Source: an optimization exercise on an open RTL-to-GDS flow (aim: small area). Production flows keep margins and buffers that such runs may drop. Function was checked by simulation only, so behaviour that the tests miss may differ from the original. Power and IR drop assume default switching activity.

**flow/constraint.sdc**
```tcl
create_clock -name core_clock -period 14.0 [get_ports {clk}]
set_input_delay 2.8000 -clock core_clock [delete_from_list [all_inputs] [get_ports {clk}]]
set_output_delay 2.8000 -clock core_clock [all_outputs]
set_load 0.01 [all_outputs]
```
**flow/design.v**
```verilog
`timescale 1ps/1ps
module full_adder (
    input A,
    input B,
    input c_in,
    output sum,
    output g,
    output p
);
    assign sum = A ^ B ^ c_in;
    assign g = A & B;
    assign p = A ^ B;
endmodule
`timescale 1ps/1ps
module cla_unit_4bit (
    input [3:0] g,
    input [3:0] p,
    input c_in,
    output [3:0] c_out
);
    assign c_out[0] = g[0] | (p[0] & c_in);  
    assign c_out[1] = g[1] | (p[1] & c_out[0]); 
    assign c_out[2] = g[2] | (p[2] & c_out[1]); 
    assign c_out[3] = g[3] | (p[3] & c_out[2]); 
endmodule
`timescale 1ps/1ps
module cla_4bit (
    input [3:0] A,
    input [3:0] B,
    input c_in,
    output [3:0] sum,
    output c_out
);
    wire [3:0] g;
    wire [3:0] p;
    wire [3:0] c;
    cla_unit_4bit CLA(.g(g), .p(p), .c_in(c_in), .c_out(c));
    full_adder f00(.A(A[0]), .B(B[0]), .c_in(c_in), .g(g[0]), .p(p[0]), .sum(sum[0]));
    full_adder f01(.A(A[1]), .B(B[1]), .c_in(c[0]), .g(g[1]), .p(p[1]), .sum(sum[1]));
    full_adder f02(.A(A[2]), .B(B[2]), .c_in(c[1]), .g(g[2]), .p(p[2]), .sum(sum[2]));
    full_adder f03(.A(A[3]), .B(B[3]), .c_in(c[2]), .g(g[3]), .p(p[3]), .sum(sum[3]));
    assign c_out = c[3];
endmodule
`timescale 1ps/1ps
module cla_8bit (
    input [7:0] A,
    input [7:0] B,
    input c_in,
    output [7:0] sum,
    output c_out
);
    wire c;  
    cla_4bit CLA00(.A(A[3:0]), .B(B[3:0]), .c_in(c_in), .sum(sum[3:0]), .c_out(c));
    cla_4bit CLA01(.A(A[7:4]), .B(B[7:4]), .c_in(c), .sum(sum[7:4]), .c_out(c_out));
endmodule
`timescale 1ps/1ps
module cla_16bit (
    input [15:0] A,
    input [15:0] B,
    input c_in,
    output [15:0] sum,
    output c_out
);
    wire c;  
    cla_8bit CLA00(.A(A[7:0]), .B(B[7:0]), .c_in(c_in), .sum(sum[7:0]), .c_out(c));
    cla_8bit CLA01(.A(A[15:8]), .B(B[15:8]), .c_in(c), .sum(sum[15:8]), .c_out(c_out));
endmodule
`timescale 1ps/1ps
module cla_32bit (
    input [31:0] A,
    input [31:0] B,
    input c_in,
    output [31:0] sum,
    output c_out
);
    wire c;  
    cla_16bit CLA00(.A(A[15:0]), .B(B[15:0]), .c_in(c_in), .sum(sum[15:0]), .c_out(c));
    cla_16bit CLA01(.A(A[31:16]), .B(B[31:16]), .c_in(c), .sum(sum[31:16]), .c_out(c_out));
endmodule
`timescale 1ns/1ps
module delay(
    clk,
    n_rst,
    din,
    dout
);
input clk, n_rst, din;
output dout;
parameter N = 2;
localparam S_ZERO  = 1'b0;
localparam S_ONE   = 1'b1;
reg state, next_state;
reg [N-1:0] cnt, next_cnt;
always @(posedge clk or negedge n_rst)
    if(!n_rst) begin
        state <= S_ZERO;
        cnt <= 1'b0;
    end
    else begin
        state <= next_state;
        cnt <= next_cnt;
    end
reg led_delay;
always @(state or din or cnt or next_cnt)
    case (state)
		S_ZERO : begin
			next_state = (din == 1'b1)? S_ONE : state;
			next_cnt = {N{1'b1}};
			led_delay = 1'b0;
		end
		S_ONE   : begin
			next_state = (next_cnt == {N{1'b0}})? S_ZERO : state;
			next_cnt   = cnt - {{(N-1){1'b0}},1'b1};
			led_delay = 1'b1;
		end
		default  : begin
			next_state = S_ZERO;
			next_cnt = cnt;
			led_delay = 1'b0;
		end
	endcase
assign dout = led_delay;
endmodule
`timescale 1ps/1ps
module divider_u (
    input clk,
    input n_rst,
    input [15:0] M,
    input [15:0] Q,
    input start,
    output [15:0] remain,
    output [15:0] quotient,
    output done
);
    localparam IDLE = 1'h0;
    localparam CHECK = 1'h1; 
    reg [16:0] A;
    reg [4:0] count;  
    reg [15:0] q;
    reg [15:0] result;
    wire [16:0] M_sign;
    assign M_sign = {1'b0,M};  
    wire [16:0] M_sign_not;
    assign M_sign_not = ~M_sign + 17'h01;  
    wire [16:0] A_shift;
    assign A_shift = {A[15:0],q[15]};
    wire [15:0] q_shift;
    assign q_shift = {q[14:0],1'b0};
    wire [16:0] A_a_M;
    assign A_a_M = A + M_sign;
    reg state, n_state;
    always @(posedge clk or negedge n_rst) begin
        if (!n_rst) begin
            state <= IDLE;
        end
        else begin
            state <= n_state;
        end
    end
    always @(*)
        case(state)
            IDLE : n_state = (start == 1'b1) ? CHECK : state;
            CHECK : n_state = (count == 5'h00) ? IDLE : state;  
            default : n_state = IDLE;
        endcase
    always @(posedge clk or negedge n_rst) begin
        if (!n_rst) begin
            A <= 17'h00000;
        end
        else begin
            if (state == IDLE) begin
                A <= 17'h00000;
            end
            else  begin
                A <= (A[16] == 1'b1) ? A_shift + M_sign : A_shift + M_sign_not;
            end
        end
    end
    always @(posedge clk or negedge n_rst) begin
        if (!n_rst) begin
            count <= 5'h10;
        end
        else begin
            if (state == IDLE) begin
                count <= 5'h10;
            end
            else begin
                count <= count - 5'h01;
            end
        end
    end
    always @(posedge clk or negedge n_rst) begin
        if (!n_rst) begin
            q <= 16'h0000;
        end
        else begin
            if ((state == IDLE) && (start == 1'b1)) begin
                q <= Q;
            end
            else if (state == CHECK) begin
                q <= (A[16] == 1'b0) ? {q_shift[15:1],1'b1} : {q_shift[15:1],1'b0};
            end
            else begin
                q <= q;
            end
        end
    end
    always @(posedge clk or negedge n_rst) begin
        if (!n_rst) begin
            result <= 16'h0000;
        end
        else begin
            if (state == CHECK) begin
                result <= ((count == 5'h00) && (A[16] == 1'b0)) ? {A[15:0]} : {A_a_M[15:0]};
            end
            else begin
                result <= result;
            end
        end
    end
    assign remain = result;
    assign quotient = q;
    wire done_sig;
    assign done_sig = (count == 5'h1f) ? 1'b1 : 1'b0;
    reg done_edge;
    always @(posedge clk or negedge n_rst) begin
        if (!n_rst) begin
            done_edge <= 1'b0;
        end
        else begin
            done_edge <= done_sig;
        end
    end
    assign done = ((done_sig == 1'b1) && (done_edge == 1'b0)) ? 1'b1 : 1'b0;
endmodule
`timescale 1ps/1ps
module divider_s (
    input clk,
    input n_rst,
    input [15:0] M,
    input [15:0] Q,
    input start,
    input different,
    output [15:0] remain,
    output [15:0] quotient,
    output done
);
    localparam IDLE = 1'h0;
    localparam CHECK = 1'h1; 
    reg [16:0] A;
    reg [4:0] count;  
    reg [15:0] q;
    reg [15:0] result;
    wire [16:0] M_sign;
    assign M_sign = {1'b0,M};  
    wire [16:0] M_sign_not;
    assign M_sign_not = ~M_sign + 17'h01;  
    wire [16:0] A_shift;
    assign A_shift = {A[15:0],q[15]};
    wire [15:0] q_shift;
    assign q_shift = {q[14:0],1'b0};
    wire [16:0] A_a_M;
    assign A_a_M = A + M_sign;
    reg state, n_state;
    always @(posedge clk or negedge n_rst) begin
        if (!n_rst) begin
            state <= IDLE;
        end
        else begin
            state <= n_state;
        end
    end
    always @(*)
        case(state)
            IDLE : n_state = (start == 1'b1) ? CHECK : state;
            CHECK : n_state = (count == 5'h00) ? IDLE : state;  
            default : n_state = IDLE;
        endcase
    always @(posedge clk or negedge n_rst) begin
        if (!n_rst) begin
            A <= 17'h00000;
        end
        else begin
            if (state == IDLE) begin
                A <= 17'h00000;
            end
            else  begin
                A <= (A[16] == 1'b1) ? A_shift + M_sign : A_shift + M_sign_not;
            end
        end
    end
    always @(posedge clk or negedge n_rst) begin
        if (!n_rst) begin
            count <= 5'h10;
        end
        else begin
            if (state == IDLE) begin
                count <= 5'h10;
            end
            else begin
                count <= count - 5'h01;
            end
        end
    end
    always @(posedge clk or negedge n_rst) begin
        if (!n_rst) begin
            q <= 16'h0000;
        end
        else begin
            if ((state == IDLE) && (start == 1'b1)) begin
                q <= Q;
            end
            else if (state == CHECK) begin
                q <= (A[16] == 1'b0) ? {q_shift[15:1],1'b1} : {q_shift[15:1],1'b0};
            end
            else begin
                q <= q;
            end
        end
    end
    always @(posedge clk or negedge n_rst) begin
        if (!n_rst) begin
            result <= 16'h0000;
        end
        else begin
            if (state == CHECK) begin
                result <= ((count == 5'h00) && (A[16] == 1'b0)) ? {A[15:0]} : {A_a_M[15:0]};
            end
            else begin
                result <= result;
            end
        end
    end
    assign remain = result;
    assign quotient = ((different == 1'b1) && (count == 5'h1f)) ? ~q + 16'h1 : q;  
    wire done_sig;
    assign done_sig = (count == 5'h1f) ? 1'b1 : 1'b0;
    reg done_edge;
    always @(posedge clk or negedge n_rst) begin
        if (!n_rst) begin
            done_edge <= 1'b0;
        end
        else begin
            done_edge <= done_sig;
        end
    end
    assign done = ((done_sig == 1'b1) && (done_edge == 1'b0)) ? 1'b1 : 1'b0;
endmodule
`timescale 1ps/1ps
module mul_s (
    input clk,
    input n_rst,
    input [15:0] M,
    input [15:0] Q,
    input start,
    input [3:0] dtype,
    output reg [31:0] result,
    output done
);
    localparam IDLE = 1'h0;
    localparam CHECK = 1'h1;  
    reg [16:0] A;  
    reg [4:0] count;  
    reg [15:0] q;
    reg q0;
    wire [16:0] A_m_not;
    wire [16:0] A_m;
    wire [16:0] m_not;
    assign A_m = A + {M[15],M};  
    assign A_m_not = A + m_not;  
    assign m_not = ~{M[15],M} + 17'h00001;  
    reg state, n_state;
    always @(posedge clk or negedge n_rst) begin
        if (!n_rst) begin
            state <= IDLE;
        end
        else begin
            state <= n_state;
        end
    end
    always @(*)
        case(state)
            IDLE : n_state = ((dtype == 4'h2) && (start == 1'b1)) ? CHECK : state;
            CHECK : n_state = (count == 5'h00) ? IDLE : state;
            default : n_state = IDLE;
        endcase
    always @(posedge clk or negedge n_rst) begin
        if (!n_rst) begin
            A <= 17'h00000;
        end
        else begin
            if (state == IDLE) begin
                A <= 17'h00000;
            end
            else  begin
                A <= (({q[0],q0}) == 2'b10) ? {A_m_not[16],A_m_not[16:1]} : 
                    (({q[0],q0}) == 2'b01) ? {A_m[16],A_m[16:1]} : {A[16],A[16:1]};
            end
        end
    end
    always @(posedge clk or negedge n_rst) begin
        if (!n_rst) begin
            count <= 5'h10;
        end
        else begin
            if (state == IDLE) begin
                count <= 5'h10;
            end
            else begin
                count <= count - 5'h01;
            end
        end
    end
    always @(posedge clk or negedge n_rst) begin
        if (!n_rst) begin
            q <= 16'h0000;
        end
        else begin
            if (state == IDLE) begin
                q <= Q;
            end
            else begin
                q <= (({q[0],q0}) == 2'b10) ? {A_m_not[0],q[15:1]} : 
                    (({q[0],q0}) == 2'b01) ? {A_m[0],q[15:1]} : {A[0],q[15:1]};
            end
        end
    end
    always @(posedge clk or negedge n_rst) begin
        if (!n_rst) begin
            q0 <= 1'b0;
        end
        else begin
            if (state == IDLE) begin
                q0 <= 1'b0;
            end
            else begin
                q0 <= q[0];
            end
        end
    end
    always @(posedge clk or negedge n_rst) begin
        if (!n_rst) begin
            result <= 32'h0000_0000;
        end
        else begin
            if (state == CHECK) begin
                result <= {A[15:0],q};
            end
            else begin
                result <= result;
            end
        end
    end
    wire done_sig;
    assign done_sig = (count == 5'h1f) ? 1'b1 : 1'b0;
    reg done_edge;
    always @(posedge clk or negedge n_rst) begin
        if (!n_rst) begin
            done_edge <= 1'b0;
        end
        else begin
            done_edge <= done_sig;
        end
    end
    assign done = ((done_sig == 1'b1) && (done_edge == 1'b0)) ? 1'b1 : 1'b0;
endmodule
`timescale 1ps/1ps
module mul_u (
    input clk,
    input n_rst,
    input [15:0] M,
    input [15:0] Q,
    input start,
    input [3:0] dtype,
    output reg [31:0] result,
    output done
);
    localparam IDLE = 1'h0;
    localparam CHECK = 1'h1;  
    reg [15:0] A;
    reg [4:0] count;  
    reg [15:0] q;
    wire [15:0] A_m;
    assign A_m = A + M;  
    wire [16:0] A_c_M;
    assign A_c_M = {1'b0,A} + {1'b0,M};
    wire c;
    assign c = A_c_M[16];
    reg state, n_state;
    always @(posedge clk or negedge n_rst) begin
        if (!n_rst) begin
            state <= IDLE;
        end
        else begin
            state <= n_state;
        end
    end
    always @(*)
        case(state)
            IDLE : n_state = ((dtype == 4'h1) && (start == 1'b1)) ? CHECK : state;
            CHECK : n_state = (count == 5'h00) ? IDLE : state;
            default : n_state = IDLE;
        endcase
    always @(posedge clk or negedge n_rst) begin
        if (!n_rst) begin
            A <= 16'h0000;
        end
        else begin
            if (state == IDLE) begin
                A <= 16'h0000;
            end
            else  begin
                A <= ((q[0]) ==1'b1) ? {c,A_m[15:1]} : {1'b0,A[15:1]};
            end
        end
    end
    always @(posedge clk or negedge n_rst) begin
        if (!n_rst) begin
            count <= 5'h10;
        end
        else begin
            if (state == IDLE) begin
                count <= 5'h10;
            end
            else begin
                count <= count - 5'h01;
            end
        end
    end
    always @(posedge clk or negedge n_rst) begin
        if (!n_rst) begin
            q <= 16'h0000;
        end
        else begin
            if (state == IDLE) begin
                q <= Q;
            end
            else begin
                q <= ((q[0]) ==1'b1) ? {A_m[0],q[15:1]} : {A[0],q[15:1]};
            end
        end
    end
    always @(posedge clk or negedge n_rst) begin
        if (!n_rst) begin
            result <= 32'h0000_0000;
        end
        else begin
            if (state == CHECK) begin
                result <= {A,q};
            end
            else begin
                result <= result;
            end
        end
    end
    wire done_sig;
    assign done_sig = (count == 5'h1f) ? 1'b1 : 1'b0;
    reg done_edge;
    always @(posedge clk or negedge n_rst) begin
        if (!n_rst) begin
            done_edge <= 1'b0;
        end
        else begin
            done_edge <= done_sig;
        end
    end
    assign done = ((done_sig == 1'b1) && (done_edge == 1'b0)) ? 1'b1 : 1'b0;
endmodule
`timescale 1ps/1ps
module alu (
    input clk,
    input n_rst,
    input [3:0] dtype,
    input [4:0] op,
    input [15:0] src1,
    input [15:0] src2,
    input start,
    output alu_done,
    output [31:0] result
);
    reg [3:0] dtype_s;  
    reg [4:0] op_s;  
    always @(posedge clk or negedge n_rst) begin
        if (!n_rst) begin
            dtype_s <= 4'h0;
            op_s <= 5'h00;
        end
        else if (start == 1'b1) begin
            dtype_s <= dtype;
            op_s <= op;
        end
        else begin
            dtype_s <= 4'h0;
            op_s <= 5'h00;
        end
    end
    wire div_start_u;
    wire div_start_s;
    assign div_start_u = ((op_s == 5'h08) && (dtype_s == 4'h1)) ? 1'b1 : 1'b0;
    assign div_start_s = ((op_s == 5'h08) && (dtype_s == 4'h2)) ? 1'b1 : 1'b0;
    wire mul_start_u;
    wire mul_start_s;
    assign mul_start_u = ((op_s == 5'h04) && (dtype_s == 4'h1)) ? 1'b1 : 1'b0;
    assign mul_start_s = ((op_s == 5'h04) && (dtype_s == 4'h2)) ? 1'b1 : 1'b0;
    wire different;  
    assign different = (src1[15] == src2[15]) ? 1'b0 : 1'b1;
    reg [31:0] result_d;
    wire [31:0] res_d_u;  
    wire [31:0] res_d_s;  
    wire [31:0] res_m_u;  
    wire [31:0] res_m_s;  
    wire [15:0] res_a_u;  
    wire a_u_carry;
    wire [31:0] res_a_s;  
    wire a_s_carry;
    wire [15:0] res_s_u;  
    wire s_u_carry;
    wire [31:0] res_s_s;  
    wire s_s_carry;
    wire done_d_u;
    wire done_m_u;
    wire done_m_s;
    wire done_d_s;
    divider_u dut_divider_u (
        .clk(clk),
        .n_rst(n_rst),
        .M(src2),
        .Q(src1),
        .start(div_start_u),  
        .remain(res_d_u[15:0]),
        .quotient(res_d_u[31:16]),
        .done(done_d_u)
    );
    wire [15:0] src1_division;
    wire [15:0] src2_division;
    assign src1_division = (src1[15] == 1'b1) ? ~src1 + 16'h1 : src1;
    assign src2_division = (src2[15] == 1'b1) ? ~src2 + 16'h1 : src2;
    divider_s dut_divider_s (
        .clk(clk),
        .n_rst(n_rst),
        .M(src2_division),
        .Q(src1_division),
        .start(div_start_s),  
        .different(different),
        .remain(res_d_s[15:0]),
        .quotient(res_d_s[31:16]),
        .done(done_d_s)
    );
    mul_s dut_mul_s (
        .clk(clk),
        .n_rst(n_rst),
        .M(src1),
        .Q(src2),
        .start(op_s[2]),
        .dtype(dtype_s),
        .result(res_m_s),
        .done(done_m_s)
    );
    mul_u dut_mul_u (
        .clk(clk),
        .n_rst(n_rst),
        .M(src1),
        .Q(src2),
        .start(op_s[2]),
        .dtype(dtype_s),
        .result(res_m_u),
        .done(done_m_u)
    );
    wire [15:0] src1_not;
    wire [15:0] src2_not;
    assign src1_not = ~src1 + 16'h1;
    assign src2_not = ~src2 + 16'h1;
    wire start_delay;  
    reg start_d;
    delay dut_delay(
        .clk(clk),
        .n_rst(n_rst),
        .din(start),
        .dout(start_delay)
    );
    always @(posedge clk or negedge n_rst) begin
        if (!n_rst) begin
            start_d <= 1'b0;
        end
        else begin
            start_d <= start_delay; 
        end
    end
    wire start_sig;
    assign start_sig = ((start_delay == 1'b0) && (start_d == 1'b1)) ? 1'b1 : 1'b0;
    cla_16bit dut_cla_16bit_a_u (
        .A(src1),
        .B(src2),
        .c_in(1'b0),
        .sum(res_a_u),
        .c_out(a_u_carry)
    );
    cla_16bit dut_cla_16bit_s_u (
        .A(src1),
        .B(src2_not),
        .c_in(1'b0),
        .sum(res_s_u),
        .c_out(s_u_carry)
    );
    wire [31:0] src1_signed;
    wire [31:0] src2_signed;
    assign src1_signed = (src1[15] == 1'b1) ? {16'hffff,src1} : {16'h0000,src1};
    assign src2_signed = (src2[15] == 1'b1) ? {16'hffff,src2} : {16'h0000,src2};
    wire [31:0] src2_signed_not;
    assign src2_signed_not = ~src2_signed + 32'h1;
    cla_32bit dut_cla_32bit_a_s (
        .A(src1_signed),
        .B(src2_signed),
        .c_in(1'b0),
        .sum(res_a_s),
        .c_out(a_s_carry)
    );
    cla_32bit dut_cla_32bit_s_s (
        .A(src1_signed),
        .B(src2_signed_not),
        .c_in(1'b0),
        .sum(res_s_s),
        .c_out(s_s_carry)
    );
    wire done_add_sub;
    assign done_add_sub = ((((op[0] == 1'b1) && (dtype == 4'h1)) && (start_sig == 1'b1)) ||
                        (((op[0] == 1'b1) && (dtype == 4'h2)) && (start_sig == 1'b1)) ||
                        (((op[1] == 1'b1) && (dtype == 4'h1)) && (start_sig == 1'b1)) ||
                        (((op[1] == 1'b1) && (dtype == 4'h2)) && (start_sig == 1'b1))) ? 1'b1 : 1'b0;
    always @(posedge clk or negedge n_rst) begin
        if (!n_rst) begin
            result_d <= 32'h0;
        end
        else begin
            if ((dtype == 4'h1) && (op == 5'h01)) begin
                result_d <= {15'h0000,a_u_carry,res_a_u};
            end
            else if ((dtype == 4'h1) && (op == 5'h02)) begin
                result_d <= (src1 >= src2) ? {16'h0000,res_s_u} : {16'hffff,res_s_u};
            end
            else if ((dtype == 4'h2) && (op == 5'h01)) begin
                result_d <= res_a_s;
            end
            else if ((dtype == 4'h2) && (op == 5'h02)) begin
                result_d <= res_s_s;
            end
            else if (done_m_u == 1'b1) begin
                result_d <= res_m_u;
            end
            else if (done_d_u == 1'b1) begin
                result_d <= res_d_u;
            end
            else if (done_m_s == 1'b1) begin
                result_d <= res_m_s;
            end
            else if (done_d_s == 1'b1) begin
                result_d <= res_d_s;
            end
            else begin
                result_d <= result_d;
            end
        end
    end
    reg alu_done_d;
    always @(posedge clk or negedge n_rst) begin
        if (!n_rst) begin
            alu_done_d <= 1'b0;
        end
        else begin
            alu_done_d <= ((done_d_u) | (done_d_s) | (done_m_s) | (done_m_u) | (done_add_sub)) ? 1'b1 : 1'b0;
        end
    end
    assign result = result_d;
    assign alu_done = alu_done_d;
endmodule
`timescale 1ps/1ps
module gen_en(
    input clk,
    input n_rst,
    output txen,
    output rxen
);
localparam MAX_9600 = 13'h1458;  
localparam MAX_19200 = 12'ha2c;  
localparam MAX_115200 = 9'h1b2;  
localparam HALF_9600 = 13'h0a2c;
localparam HALF_19200 = 12'h516;
localparam HALF_115200 = 9'h0d9;
localparam mix = 4'hf;
localparam mix_h = 4'h7;
reg [3:0] cnt;
always @(posedge clk or negedge n_rst)
    if(!n_rst) begin
        cnt <= 4'h0;
    end
    else begin
        cnt <= (cnt == mix) ? 4'h0 : cnt + 4'h1;
    end 
assign txen = (cnt == mix) ? 1'b1 : 1'b0;
assign rxen = (cnt == mix_h) ? 1'b1 : 1'b0;
endmodule
`timescale 1ps/1ps
module rx(
    input clk,
    input n_rst,
    input rxen,
    input rxd,
    output [7:0] rx_data,
    output valid
);
localparam IDLE = 2'h0; 
localparam DATA = 2'h1;
localparam STOP = 2'h2;
localparam CYCLE = 4'ha;
wire start_sig;  
reg [2:0] rx_state, rx_next_state;
reg [3:0] rx_cnt;  
reg [3:0] rx_n_cnt;
reg [7:0] fnd_rxd;
reg valid_sig;
always @(posedge clk or negedge n_rst)
	if(!n_rst) begin
		rx_state <= IDLE;
		rx_cnt <= 4'h0;
	end
	else begin
		rx_state <= rx_next_state;
		rx_cnt <= rx_n_cnt;
	end
assign start_sig = ((rx_state == IDLE) && (rxd == 1'b0) && (rxen == 1'b1)) ? 1'b1 : 1'b0;	
always @(*)
    case(rx_state)
        IDLE : rx_next_state = (start_sig == 1'b1) ? DATA : rx_state;
        DATA : rx_next_state = (rx_n_cnt == 4'h8) ? STOP : rx_state;
        STOP : rx_next_state = (rx_n_cnt == 4'h9) ? IDLE : rx_state;
        default : rx_next_state = IDLE;
    endcase
always @(*)
    case(rx_state)
        IDLE : rx_n_cnt = 4'h0;
        default : rx_n_cnt = (rxen == 1'b1) ? rx_cnt + 4'h1 : (rx_cnt == CYCLE) ? 4'h0 : rx_cnt;
    endcase
always @(posedge clk or negedge n_rst)
    if(!n_rst) begin
        fnd_rxd <= 8'h00;  
    end
    else if (rx_state == DATA && rxen == 1'b1) begin
        fnd_rxd <= {rxd,fnd_rxd[7:1]};
    end
    else if (rx_state == IDLE) begin
        fnd_rxd <= 8'h00;
    end
    else begin
        fnd_rxd <= fnd_rxd;
    end 
    reg valid_sig_d;
    always @(posedge clk or negedge n_rst) begin
        if (!n_rst) begin
            valid_sig <= 1'b0;
            valid_sig_d <= 1'b0;
        end
        else begin
            valid_sig <= (rx_state == STOP) ? 1'b1 : 1'b0;
            valid_sig_d <= valid_sig;
        end
    end
    wire valid_d_ff;
    assign valid_d_ff = ((valid_sig == 1'b1) && (valid_sig_d == 1'b0)) ? 1'b1 : 1'b0;
    assign rx_data = fnd_rxd;
    assign valid = valid_d_ff;
endmodule
`timescale 1ps/1ps
module tx(
    input clk,
    input n_rst,
    input txen,
    input [7:0] tx_data,
    input valid,
    output reg txd,
    output reg tx_done
);
localparam IDLE = 2'h0; 
localparam START = 2'h1;
localparam DATA = 2'h2;
localparam STOP = 2'h3;
localparam CYCLE = 4'hb;
reg [2:0] tx_state, tx_next_state;
reg [3:0] tx_cnt;  
reg [3:0] tx_n_cnt;
always @(posedge clk or negedge n_rst)
	if(!n_rst) begin
		tx_state <= IDLE;
		tx_cnt <= 4'h0;
	end
	else begin
		tx_state <= tx_next_state;
		tx_cnt <= tx_n_cnt;
	end
always @(*)
    case(tx_state)
        IDLE : tx_next_state = (valid == 1'b1) ? START : tx_state;
        START : tx_next_state = (tx_n_cnt == 4'h1) ? DATA : tx_state;
        DATA : tx_next_state = (tx_n_cnt == 4'ha) ? STOP : tx_state;
        STOP : tx_next_state = (tx_cnt == 4'ha) ? IDLE : tx_state;
        default : tx_next_state = IDLE;
    endcase
always @(*)
    case(tx_state)
        IDLE : tx_n_cnt = 4'h0;
        default : tx_n_cnt = (txen == 1'b1) ? tx_cnt + 4'h1 : (tx_cnt == CYCLE) ? 4'h1 : tx_cnt;
    endcase
reg [7:0] shift_data;
always @(posedge clk or negedge n_rst)
    if(!n_rst) begin
        txd <= 1'b1;
        shift_data <= 8'h00;
    end
    else begin
        if (tx_state == START && txen == 1'b1) begin
            shift_data <= tx_data;
            txd <= 1'b0;
        end
        if ((tx_state == DATA) && (txen == 1'b1)) begin
            txd <= shift_data[0];
            shift_data <= {1'b1,shift_data[7:1]};
        end
        if (tx_state == STOP) begin
            shift_data <= 8'h00;
            txd <= 1'b1;
        end
    end
always @(posedge clk or negedge n_rst) begin
    if (!n_rst) begin
        tx_done <= 1'b0;
    end
    else if (tx_state == STOP) begin
        tx_done <= 1'b1;
    end
    else begin
        tx_done <= 1'b0;
    end
end
endmodule
`timescale 1ps/1ps
module uart (
    input clk,
    input n_rst,
    input rxd,
    output [7:0] rx_data,
    output rx_valid,
    input [7:0] tx_data,
    output txd,
    input tx_valid,
    output tx_done
);
    wire txen;
    wire rxen;
    gen_en dut_gen_en (
        .clk(clk),
        .n_rst(n_rst),
        .txen(txen),
        .rxen(rxen)
    );
    rx dut_rx (
        .clk(clk),
        .n_rst(n_rst),
        .rxen(rxen),
        .rxd(rxd),
        .rx_data(rx_data),
        .valid(rx_valid)
    );
    tx dut_tx (
        .clk(clk),
        .n_rst(n_rst),
        .txen(txen),
        .tx_data(tx_data),
        .txd(txd),
        .valid(tx_valid),
        .tx_done(tx_done)
    );
endmodule
`timescale 1ps/1ps
module decorder (
    input clk,
    input n_rst,
    input [7:0] data,
    input valid,
    output [3:0] dtype,
    output [4:0] op,  
    output [15:0] src1,  
    output [15:0] src2,  
    output done
);
    localparam IDLE = 3'h0;
    localparam FORMAT = 3'h1;
    localparam TYPE = 3'h2;
    localparam DATA_1 = 3'h3;
    localparam OPERATION = 3'h4;
    localparam DATA_2 = 3'h5;
    localparam EQUAL = 3'h6;
    localparam END_DATA = 3'h7;
    reg [2:0] state, n_state;
    reg done_sig;
    reg [2:0] cnt_1, cnt_2;
    always @(posedge clk or negedge n_rst) begin
        if (!n_rst) begin
            state <= IDLE;
        end
        else begin
            state <= n_state;
        end
    end
    always @(*)
        case (state)
            IDLE : n_state = ((data == 8'h49) && (valid == 1'b1)) ? FORMAT : state;
            FORMAT : n_state = ((data == 8'h20) && (valid == 1'b1)) ? TYPE : state;
            TYPE : n_state = (((data == 8'h53) || (data == 8'h57)) && (valid == 1'b1)) ? DATA_1 : state;
            DATA_1 : n_state = (cnt_1 == 3'h0) ? OPERATION : state;
            OPERATION : n_state = (valid == 1'b1) ? DATA_2 : state;
            DATA_2 : n_state = (cnt_2 == 3'h0) ? EQUAL : state;
            EQUAL : n_state = ((data == 8'h3d) && (valid == 1'b1)) ? END_DATA : state;
            END_DATA : n_state = IDLE;
            default: n_state = IDLE;
        endcase
    always @(posedge clk or negedge n_rst) begin
        if (!n_rst) begin
            done_sig <= 1'b0;
        end
        else begin
            done_sig <= (state == END_DATA) ? 1'b1 : 1'b0;
        end
    end
    reg [15:0] src1_d, src2_d;
    always @(posedge clk or negedge n_rst) begin
        if (!n_rst) begin
            cnt_1 <= 3'h0;
        end
        else if (state == IDLE) begin
            cnt_1 <= 3'h5;
        end
        else if (state == DATA_1) begin
            cnt_1 <= (valid == 1'b1) ? cnt_1 - 3'h1 : cnt_1;
        end
        else begin
            cnt_1 <= cnt_1;
        end
    end
    always @(posedge clk or negedge n_rst) begin
        if (!n_rst) begin
            src1_d <= 16'h0000;
        end
        else if ((state == DATA_1) && (valid == 1'b1)) begin
            if (data == 8'h30) begin
                src1_d <= {src1_d[11:0],4'h0};
            end
            else if (data == 8'h31) begin
                src1_d <= {src1_d[11:0],4'h1};
            end
            else if (data == 8'h32) begin
                src1_d <= {src1_d[11:0],4'h2};
            end
            else if (data == 8'h33) begin
                src1_d <= {src1_d[11:0],4'h3};
            end
            else if (data == 8'h34) begin
                src1_d <= {src1_d[11:0],4'h4};
            end
            else if (data == 8'h35) begin
                src1_d <= {src1_d[11:0],4'h5};
            end
            else if (data == 8'h36) begin
                src1_d <= {src1_d[11:0],4'h6};
            end
            else if (data == 8'h37) begin
                src1_d <= {src1_d[11:0],4'h7};
            end
            else if (data == 8'h38) begin
                src1_d <= {src1_d[11:0],4'h8};
            end
            else if (data == 8'h39) begin
                src1_d <= {src1_d[11:0],4'h9};
            end
            else if (data == 8'h61) begin
                src1_d <= {src1_d[11:0],4'ha};
            end
            else if (data == 8'h62) begin
                src1_d <= {src1_d[11:0],4'hb};
            end
            else if (data == 8'h63) begin
                src1_d <= {src1_d[11:0],4'hc};
            end
            else if (data == 8'h64) begin
                src1_d <= {src1_d[11:0],4'hd};
            end
            else if (data == 8'h65) begin
                src1_d <= {src1_d[11:0],4'he};
            end
            else if (data == 8'h66) begin
                src1_d <= {src1_d[11:0],4'hf};
            end
            else begin
                src1_d <= src1_d;
            end
        end
        else begin
            src1_d <= src1_d;
        end
    end
    always @(posedge clk or negedge n_rst) begin
        if (!n_rst) begin
            cnt_2 <= 3'h0;
        end
        else if (state == IDLE) begin
            cnt_2 <= 3'h4;
        end
        else if (state == DATA_2) begin
            cnt_2 <= (valid == 1'b1) ? cnt_2 - 3'h1 : cnt_2;
        end
        else begin
            cnt_2 <= cnt_2;
        end
    end
    always @(posedge clk or negedge n_rst) begin
        if (!n_rst) begin
            src2_d <= 16'h0000;
        end
        else if ((state == DATA_2) && (valid == 1'b1)) begin
            if (data == 8'h30) begin
                src2_d <= {src2_d[11:0],4'h0};
            end
            else if (data == 8'h31) begin
                src2_d <= {src2_d[11:0],4'h1};
            end
            else if (data == 8'h32) begin
                src2_d <= {src2_d[11:0],4'h2};
            end
            else if (data == 8'h33) begin
                src2_d <= {src2_d[11:0],4'h3};
            end
            else if (data == 8'h34) begin
                src2_d <= {src2_d[11:0],4'h4};
            end
            else if (data == 8'h35) begin
                src2_d <= {src2_d[11:0],4'h5};
            end
            else if (data == 8'h36) begin
                src2_d <= {src2_d[11:0],4'h6};
            end
            else if (data == 8'h37) begin
                src2_d <= {src2_d[11:0],4'h7};
            end
            else if (data == 8'h38) begin
                src2_d <= {src2_d[11:0],4'h8};
            end
            else if (data == 8'h39) begin
                src2_d <= {src2_d[11:0],4'h9};
            end
            else if (data == 8'h61) begin
                src2_d <= {src2_d[11:0],4'ha};
            end
            else if (data == 8'h62) begin
                src2_d <= {src2_d[11:0],4'hb};
            end
            else if (data == 8'h63) begin
                src2_d <= {src2_d[11:0],4'hc};
            end
            else if (data == 8'h64) begin
                src2_d <= {src2_d[11:0],4'hd};
            end
            else if (data == 8'h65) begin
                src2_d <= {src2_d[11:0],4'he};
            end
            else if (data == 8'h66) begin
                src2_d <= {src2_d[11:0],4'hf};
            end
            else begin
                src2_d <= src2_d;
            end
        end
        else begin
            src2_d <= src2_d;
        end
    end
    reg [3:0] dtype_d;
    always @(posedge clk or negedge n_rst) begin
        if (!n_rst) begin
            dtype_d <= 4'h0;
        end
        else if (state == TYPE) begin
            dtype_d <= (data == 8'h57) ? 4'h1 : 4'h2;  
        end
        else begin
            dtype_d <= dtype_d;
        end
    end
    reg [4:0] op_d;
    always @(posedge clk or negedge n_rst) begin
        if (!n_rst) begin
            op_d <= 5'h00;
        end
        else if (state == OPERATION) begin
            op_d <= (data == 8'h2b) ? 5'h01 : 
                    (data == 8'h2d) ? 5'h02 :
                    (data == 8'h2a) ? 5'h04 :
                    (data == 8'h2f) ? 5'h08 : op_d;
        end
        else begin
            op_d <= op_d;
        end
    end
    assign src1 = src1_d;
    assign src2 = src2_d;
    assign dtype = dtype_d;
    assign op = op_d;
    assign done = done_sig;
endmodule
`timescale 1ps/1ps
module encorder (
    input clk,
    input n_rst,
    input alu_done,
    input [31:0] result,
    input tx_done,
    output [7:0] uart_out,
    output uart_valid
);
    wire txen;
    wire rxen;
    gen_en dut_gen_en (
        .clk(clk),
        .n_rst(n_rst),
        .txen(txen),
        .rxen(rxen)
    );
    localparam IDLE = 3'h0;
    localparam UART_SHIFT = 3'h1;
    localparam UART_DATA = 3'h2;
    localparam UART_END = 3'h3;
    localparam UART_VALID = 3'h4;
    reg [2:0] state, n_state;
    always @(posedge clk or negedge n_rst) begin
        if (!n_rst) begin
            state <= IDLE;
        end
        else begin
            state <= n_state;
        end
    end
    reg [3:0] cnt;
    reg [3:0] cnt_txen;
    always @(*)
        case(state)
            IDLE : n_state = (alu_done == 1'b1) ? UART_SHIFT : state;
            UART_SHIFT : n_state = UART_DATA;
            UART_DATA : n_state = UART_END;
            UART_END : n_state = (cnt == 4'h0) ? IDLE : UART_VALID;
            UART_VALID : n_state = (tx_done == 1'b1) ? UART_SHIFT : state;
            default : n_state = IDLE;
        endcase
    reg [31:0] shift_result;
    reg [3:0] data;
    reg [7:0] uart_out_d;  
    reg uart_valid_d;
    always @(posedge clk or negedge n_rst) begin
        if (!n_rst) begin
            data <= 4'h0;
            shift_result <= 32'h0000_0000;
        end
        else if (state == IDLE) begin
            shift_result <= result;
        end
        else if (state == UART_SHIFT) begin
            shift_result <= {shift_result[27:0],4'h0};
            data <= {shift_result[31:28]};
        end
        else begin
            data <= data;
            shift_result <= shift_result;
        end
    end
    always @(posedge clk or negedge n_rst) begin
        if (!n_rst) begin
            uart_out_d <= 8'h00;
        end
        else if (state == UART_DATA) begin
            if (data == 4'h0) begin
                uart_out_d <= 8'h30;
            end
            else if (data == 4'h1) begin
                uart_out_d <= 8'h31;
            end
            else if (data == 4'h2) begin
                uart_out_d <= 8'h32;
            end
            else if (data == 4'h3) begin
                uart_out_d <= 8'h33;
            end
            else if (data == 4'h4) begin
                uart_out_d <= 8'h34;
            end
            else if (data == 4'h5) begin
                uart_out_d <= 8'h35;
            end
            else if (data == 4'h6) begin
                uart_out_d <= 8'h36;
            end
            else if (data == 4'h7) begin
                uart_out_d <= 8'h37;
            end
            else if (data == 4'h8) begin
                uart_out_d <= 8'h38;
            end
            else if (data == 4'h9) begin
                uart_out_d <= 8'h39;
            end
            else if (data == 4'ha) begin
                uart_out_d <= 8'h61;
            end
            else if (data == 4'hb) begin
                uart_out_d <= 8'h62;
            end
            else if (data == 4'hc) begin
                uart_out_d <= 8'h63;
            end
            else if (data == 4'hd) begin
                uart_out_d <= 8'h64;
            end
            else if (data == 4'he) begin
                uart_out_d <= 8'h65;
            end
            else if (data == 4'hf) begin
                uart_out_d <= 8'h66;
            end
            else begin
                uart_out_d <= uart_out_d;
            end
        end
    end
    always @(posedge clk or negedge n_rst) begin
        if (!n_rst) begin
            cnt <= 4'h8;
        end
        else if (state == IDLE) begin
            cnt <= 4'h8;
        end
        else if (state == UART_END) begin
            cnt <= cnt - 4'h1;
        end
        else begin
            cnt <= cnt;
        end
    end
    reg uart_valid_dd;
    always @(posedge clk or negedge n_rst) begin
        if (!n_rst) begin
            uart_valid_d <= 1'b0;
            uart_valid_dd <= 1'b0;
        end
        else begin
            uart_valid_d <= ((state == UART_END) && (cnt != 4'h0)) ? 1'b1 : 1'b0;
            uart_valid_dd <= uart_valid_d;
        end
    end
    assign uart_out = uart_out_d;
    assign uart_valid = ((uart_valid_d == 1'b1) && (uart_valid_dd == 1'b0)) ? 1'b1 : 1'b0;
endmodule
`timescale 1ps/1ps
module top (
    input clk,
    input n_rst,
    input rxd,
    output txd
);
    wire [7:0] rx_data;
    wire rx_valid;
    wire [3:0] dtype;
    wire [4:0] op;
    wire [15:0] src1;
    wire [15:0] src2;
    wire done;
    wire alu_done;
    wire [31:0] result;
    wire [7:0] uart_out;
    wire uart_valid;
    wire tx_done;
    uart dut_uart (
        .clk(clk),
        .n_rst(n_rst),
        .rxd(rxd),
        .rx_data(rx_data),
        .rx_valid(rx_valid),
        .tx_data(uart_out),
        .txd(txd),
        .tx_valid(uart_valid),
        .tx_done(tx_done)
    );
    decorder dut_decorder (
        .clk(clk),
        .n_rst(n_rst),
        .data(rx_data),
        .valid(rx_valid),
        .dtype(dtype),
        .op(op),
        .src1(src1),
        .src2(src2),
        .done(done)
    );
    alu dut_alu (
        .clk(clk),
        .n_rst(n_rst),
        .dtype(dtype),
        .op(op),
        .src1(src1),
        .src2(src2),
        .start(done),
        .alu_done(alu_done),
        .result(result)
    );
    encorder dut_encorder (
        .clk(clk),
        .n_rst(n_rst),
        .alu_done(alu_done),
        .result(result),
        .uart_out(uart_out),
        .uart_valid(uart_valid),
        .tx_done(tx_done)
    );
endmodule
```
**flow/config.mk**
```make
export PLATFORM = sky130hd
export DESIGN_NAME = top
export DESIGN_NICKNAME = top
export VERILOG_FILES = /design/flow/design.v
export SDC_FILE = /design/flow/constraint.sdc
export NUM_CORES = 4
export LEC_CHECK = 0
export CAP_MARGIN = 20
export CORE_MARGIN = 2
export CORE_UTILIZATION = 40
export PLACE_DENSITY = 0.6
export SLEW_MARGIN = 20
```
**flow/run.sh**
```bash
#!/bin/bash
# synth_recipe.tcl (not shown) runs the flow's synth.tcl, then flattens the netlist and writes it again
# the make line also repeats each setting of config.mk as NAME=value (left out here)
make -C /OpenROAD-flow-scripts/flow DESIGN_CONFIG=/design/flow/config.mk WORK_HOME=/design/flow/orfs CLKGATE_MAP_FILE= SYNTH_SCRIPT=/design/flow/synth_recipe.tcl finish
```
==> summary.txt <==
cell type report:
cell class | count | area (µm²) | area share (%)
clock inverter | 26 | 343 | 1.09
multi-input combinational | 2386 | 16600 | 52.7
tap | 950 | 1190 | 3.78
timing repair buffer | 34 | 272 | 0.863
clock buffer | 68 | 1420 | 4.52
inverter | 203 | 762 | 2.42
sequential | 435 | 10900 | 34.7
sequential cells by signal (all words and copies together) (netlist names), 8 cells and up:
register                      flops
dut_alu.dut_divider_s.A          17
dut_alu.dut_divider_s.q          16
dut_alu.dut_divider_s.result     16
dut_alu.dut_divider_u.A          17
dut_alu.dut_divider_u.q          16
dut_alu.dut_divider_u.result     16
dut_alu.dut_mul_s.A              17
dut_alu.dut_mul_s.q              16
dut_alu.dut_mul_s.result         32
dut_alu.dut_mul_u.A              16
dut_alu.dut_mul_u.q              16
dut_alu.dut_mul_u.result         32
dut_alu.result_d                 32
dut_decorder.src1_d              16
dut_decorder.src2_d              16
dut_encorder.shift_result        32
dut_uart.dut_rx.fnd_rxd           8
dut_uart.dut_tx.shift_data        8
cells in the mapped netlist (7+ instances only):
| master | number | area [µm²] |
|---|---|---|
| o21bai_1 | 19 | 143 |
| mux2i_1 | 55 | 551 |
| o31ai_1 | 20 | 150 |
| and2_1 | 52 | 325 |
| o22ai_1 | 13 | 81.3 |
| nand3b_1 | 8 | 60.1 |
| a311oi_1 | 13 | 114 |
| xor2_1 | 33 | 289 |
| nor4_1 | 8 | 50.1 |
| a221o_1 | 8 | 80.1 |
| o311ai_0 | 7 | 61.3 |
| clkbuf_1 | 149 | 559 |
| nand4_1 | 17 | 106 |
| a21oi_1 | 241 | 1210 |
| xnor2_1 | 101 | 885 |
| o41ai_1 | 11 | 96.3 |
| o21ai_0 | 317 | 1590 |
| and3_1 | 19 | 119 |
| nor3b_1 | 16 | 120 |
| or3_1 | 22 | 138 |
| dfrtp_1 | 429 | 10700 |
| nand3_1 | 46 | 230 |
| a22oi_1 | 14 | 105 |
| fa_1 | 84 | 1680 |
| nor3_1 | 53 | 265 |
| o21a_1 | 13 | 97.6 |
| o221ai_1 | 12 | 105 |
| nor2b_1 | 49 | 307 |
| buf_1 | 10 | 37.5 |
| or2_2 | 11 | 68.8 |
| mux2_2 | 49 | 552 |
| a31oi_1 | 25 | 156 |
| nand2_1 | 304 | 1140 |
| a22o_1 | 14 | 123 |
| a221oi_1 | 20 | 175 |
| ha_1 | 195 | 2440 |
| nor2_1 | 292 | 1100 |
| nand2b_1 | 46 | 288 |
| a211oi_1 | 41 | 308 |
| inv_1 | 202 | 758 |
| o211ai_1 | 18 | 135 |
| a21o_1 | 27 | 203 |
metal layers:
metal	up-vias	GRT usage [%]	wire, µm
met5	-	0	0
met4	0	8.76	3440
met3	159	2.73	4160
met2	585	37.7	39300
met1	11300	31.3	37600
li1	10900	-	-
path summary, 6_finish.rpt:
check	slack, ns	depth (start not counted)	startpoint	endpoint
setup / recovery	1.27	35	dut_decorder.src2_d[0]$_DFFE_PN0P_	dut_alu.result_d[29]$_DFFE_PN0P_
hold reg to reg	0.37	0	dut_uart.dut_rx.valid_sig$_DFF_PN0_	dut_uart.dut_rx.valid_sig_d$_DFF_PN0_
min in group asynchronous	2.21	1	n_rst	dut_uart.dut_tx.tx_state[0]$_DFFE_PN0P_
hold / removal	0.37	0	dut_uart.dut_rx.valid_sig$_DFF_PN0_	dut_uart.dut_rx.valid_sig_d$_DFF_PN0_
max in group asynchronous	10.15	2	n_rst	dut_alu.dut_divider_u.state$_DFF_PN0_
setup reg to reg	1.27	35	dut_decorder.src2_d[0]$_DFFE_PN0P_	dut_alu.result_d[29]$_DFFE_PN0P_
power by group through the flow:
stage / Sequential [µW] / Clock (µW) / Combinational (µW)
after floorplan: 1280 / 0 / 2.05
after global placement: 1280 / 0 / 31.2
after detailed placement: 1280 / 0 / 31.4
after CTS: 1260 / 1430 / 31.3
after global routing: 1260 / 1480 / 35.4
final: 1260 / 1400 / 29.2
kinds of logic (layout without fill, tap and decap cells):
logic type,count (synthesis),after routing,share of synthesized area (%)
flip-flops,435,435,37.8
buffers and inverters,365,331,4.79
AO/OA/AOI/OAI,889,889,18.9
AND/OR/NAND/NOR,980,980,16.3
adder cells (fa/ha/maj),279,279,14.3
multiplexers,104,104,3.83
XOR/XNOR,134,134,4.07
through the flow:
step | setup slack, ns | std cells | instance area, µm² | hold slack, ns | total power (µW)
detailed placement | 1.37 | 4007 | 29700 | 0.364 | 1310
global placement | 1.42 | 4007 | 29700 | 0.354 | 1310
global route | 0.706 | 4102 | 31400 | 0.390 | 2780
CTS | 1.28 | 4101 | 31400 | 0.371 | 2730
finish | 1.27 | 4102 | 31400 | 0.369 | 2690
floorplan | 2.04 | 3186 | 28800 | 0.347 | 1280
==> flow_summary.ini <==
[critical_path]
worst-path-buf-inv = 2
crit_path_top_delay_cell = dfrtp_1
critical_path.max_fanout = 10
crit_family = adder cells
max_stage_delay_ns = 0.57
critPathKind = flop to flop
cp_common_cell = fa_1
start_kind = flop
arrival_ns = 13.21
cp-end-kind = flop
worst_ep_required_time_ns = 14.48

[route]
ant_nets = 0
drc = 0
first_iter_violations = 1871
vias_per_cell = 5.59
finalWirelength_um = 84500
routedWlPerCell_um = 20.6
dr.pass1.iters = 5
via_count = 22900

[synth]
ys_seq_elements = 435
async_reset_ff_share_pct = 100
synthesis.nets = 3468
yosys_warnings = 11
ys_types = 86
postSynthAreaPerCell_um2 = 9.04
ys.flop_type = dfrtp_1
synth_cells = 3186
synth_edf_count = 0
synth_area_um2 = 28800
yosysSeqAreaShare_pct = 37.8

[grt]
first_global_vias = 22400
grt_antenna_before_repair = 0
grt_max_degree = 122
grt_use_total_pct = 23.0
grt_pass1_wl_um = 133000
grt_overflow = 0

[cts]
postCtsSetupBuffers = 0
clk_pin_slew_worst_paths_ns = 0.06
cts_tree = done
clk_latency_ns = 0.62
clock_path_buffers = 3
numCtsBuffers = 51
ctsResizeCount = 0
holdBufCountCts = 0
htree_levels = 2
clock-sinks = 435
root_buffer = clkbuf_16

[pwr]
switching_power_uw = 600
swShare_pct = 22.3
p_comb_share_pct = 1.1
clkPwrFrac_pct = 52.1
cellPowerDensity_nw_per_um2 = 85.5
ir_drop_mv = 0.0802
seqPwrFrac_pct = 46.8
leakage_uw = 0.0139
intPower_uw = 2090

[placement]
place_congestion = 0.997
port_buffers = 3
hpwlAfterDp_um = 62600

[timing]
worst_pin_slew_ns = 1.12
post-route-period-util_pct = 90.9
finClkSkew_ns = 0.0290
slew_violations = 0
max_freq_mhz = 78.5
relSlewSlack_pct = 25.5
period_needed_ns = 12.73
hold_viol = 0
setup_viol = 0
tns_ns = 0
grt_setup_unrepaired = no

[floorplan]
io_pins = 4
rows = 98
die_area_um2 = 74200
die_h_um = 272
die_x_um = 272
core_um2 = 71400
initial_core_util_pct = 40.4

[finish]
nNetsFinal = 3393
num-fill-cells = 7027
antenna_cells = 0
layout_commonest_cell = dfrtp_1
fin_util_pct = 44.1
mostFrequentLayoutCells = 423 x dfrtp_1, 316 x o21ai_0, 303 x nand2_1
drive_above_1_share_pct = 6.98
area_delta_synth_final_pct = 9.16

[run_status]
status = complete, no violations

[flow_run]
max_cap_violations = 0

[min_path]
hold_class = flop to flop

[afterwards: timing with drivers on the ports]
The results above use ideal ports. As a check the final layout listed here was re-extracted and re-timed, cells and wires unchanged.
Step 1 (the two cells are an assumption about what drives the block):
set clk [get_ports {clk}]
set_driving_cell -lib_cell sky130_fd_sc_hd__clkbuf_16 $clk
set_driving_cell -lib_cell sky130_fd_sc_hd__buf_2 [delete_from_list [all_inputs] $clk]
Step 2 moves the port delays by t, midway between the first and last clock arrival at a register: inputs arrive t later, outputs are due t later. That takes back most of the time a late clock gives input paths.
Three values: no drivers, after step 1, after step 2; two values: the first two.
t (ns): 0.669
slack for setup (ns): 1.268 / 1.268 / 1.268
latest minus earliest clock arrival (ns): 0.031 / 0.031
worst slew at a driven data input, ns: 0.05
After both steps setup and hold are still met in this run. For this run, drivers alone change the setup slack by 0.000 ns; drivers and shift together by 0.000 ns.
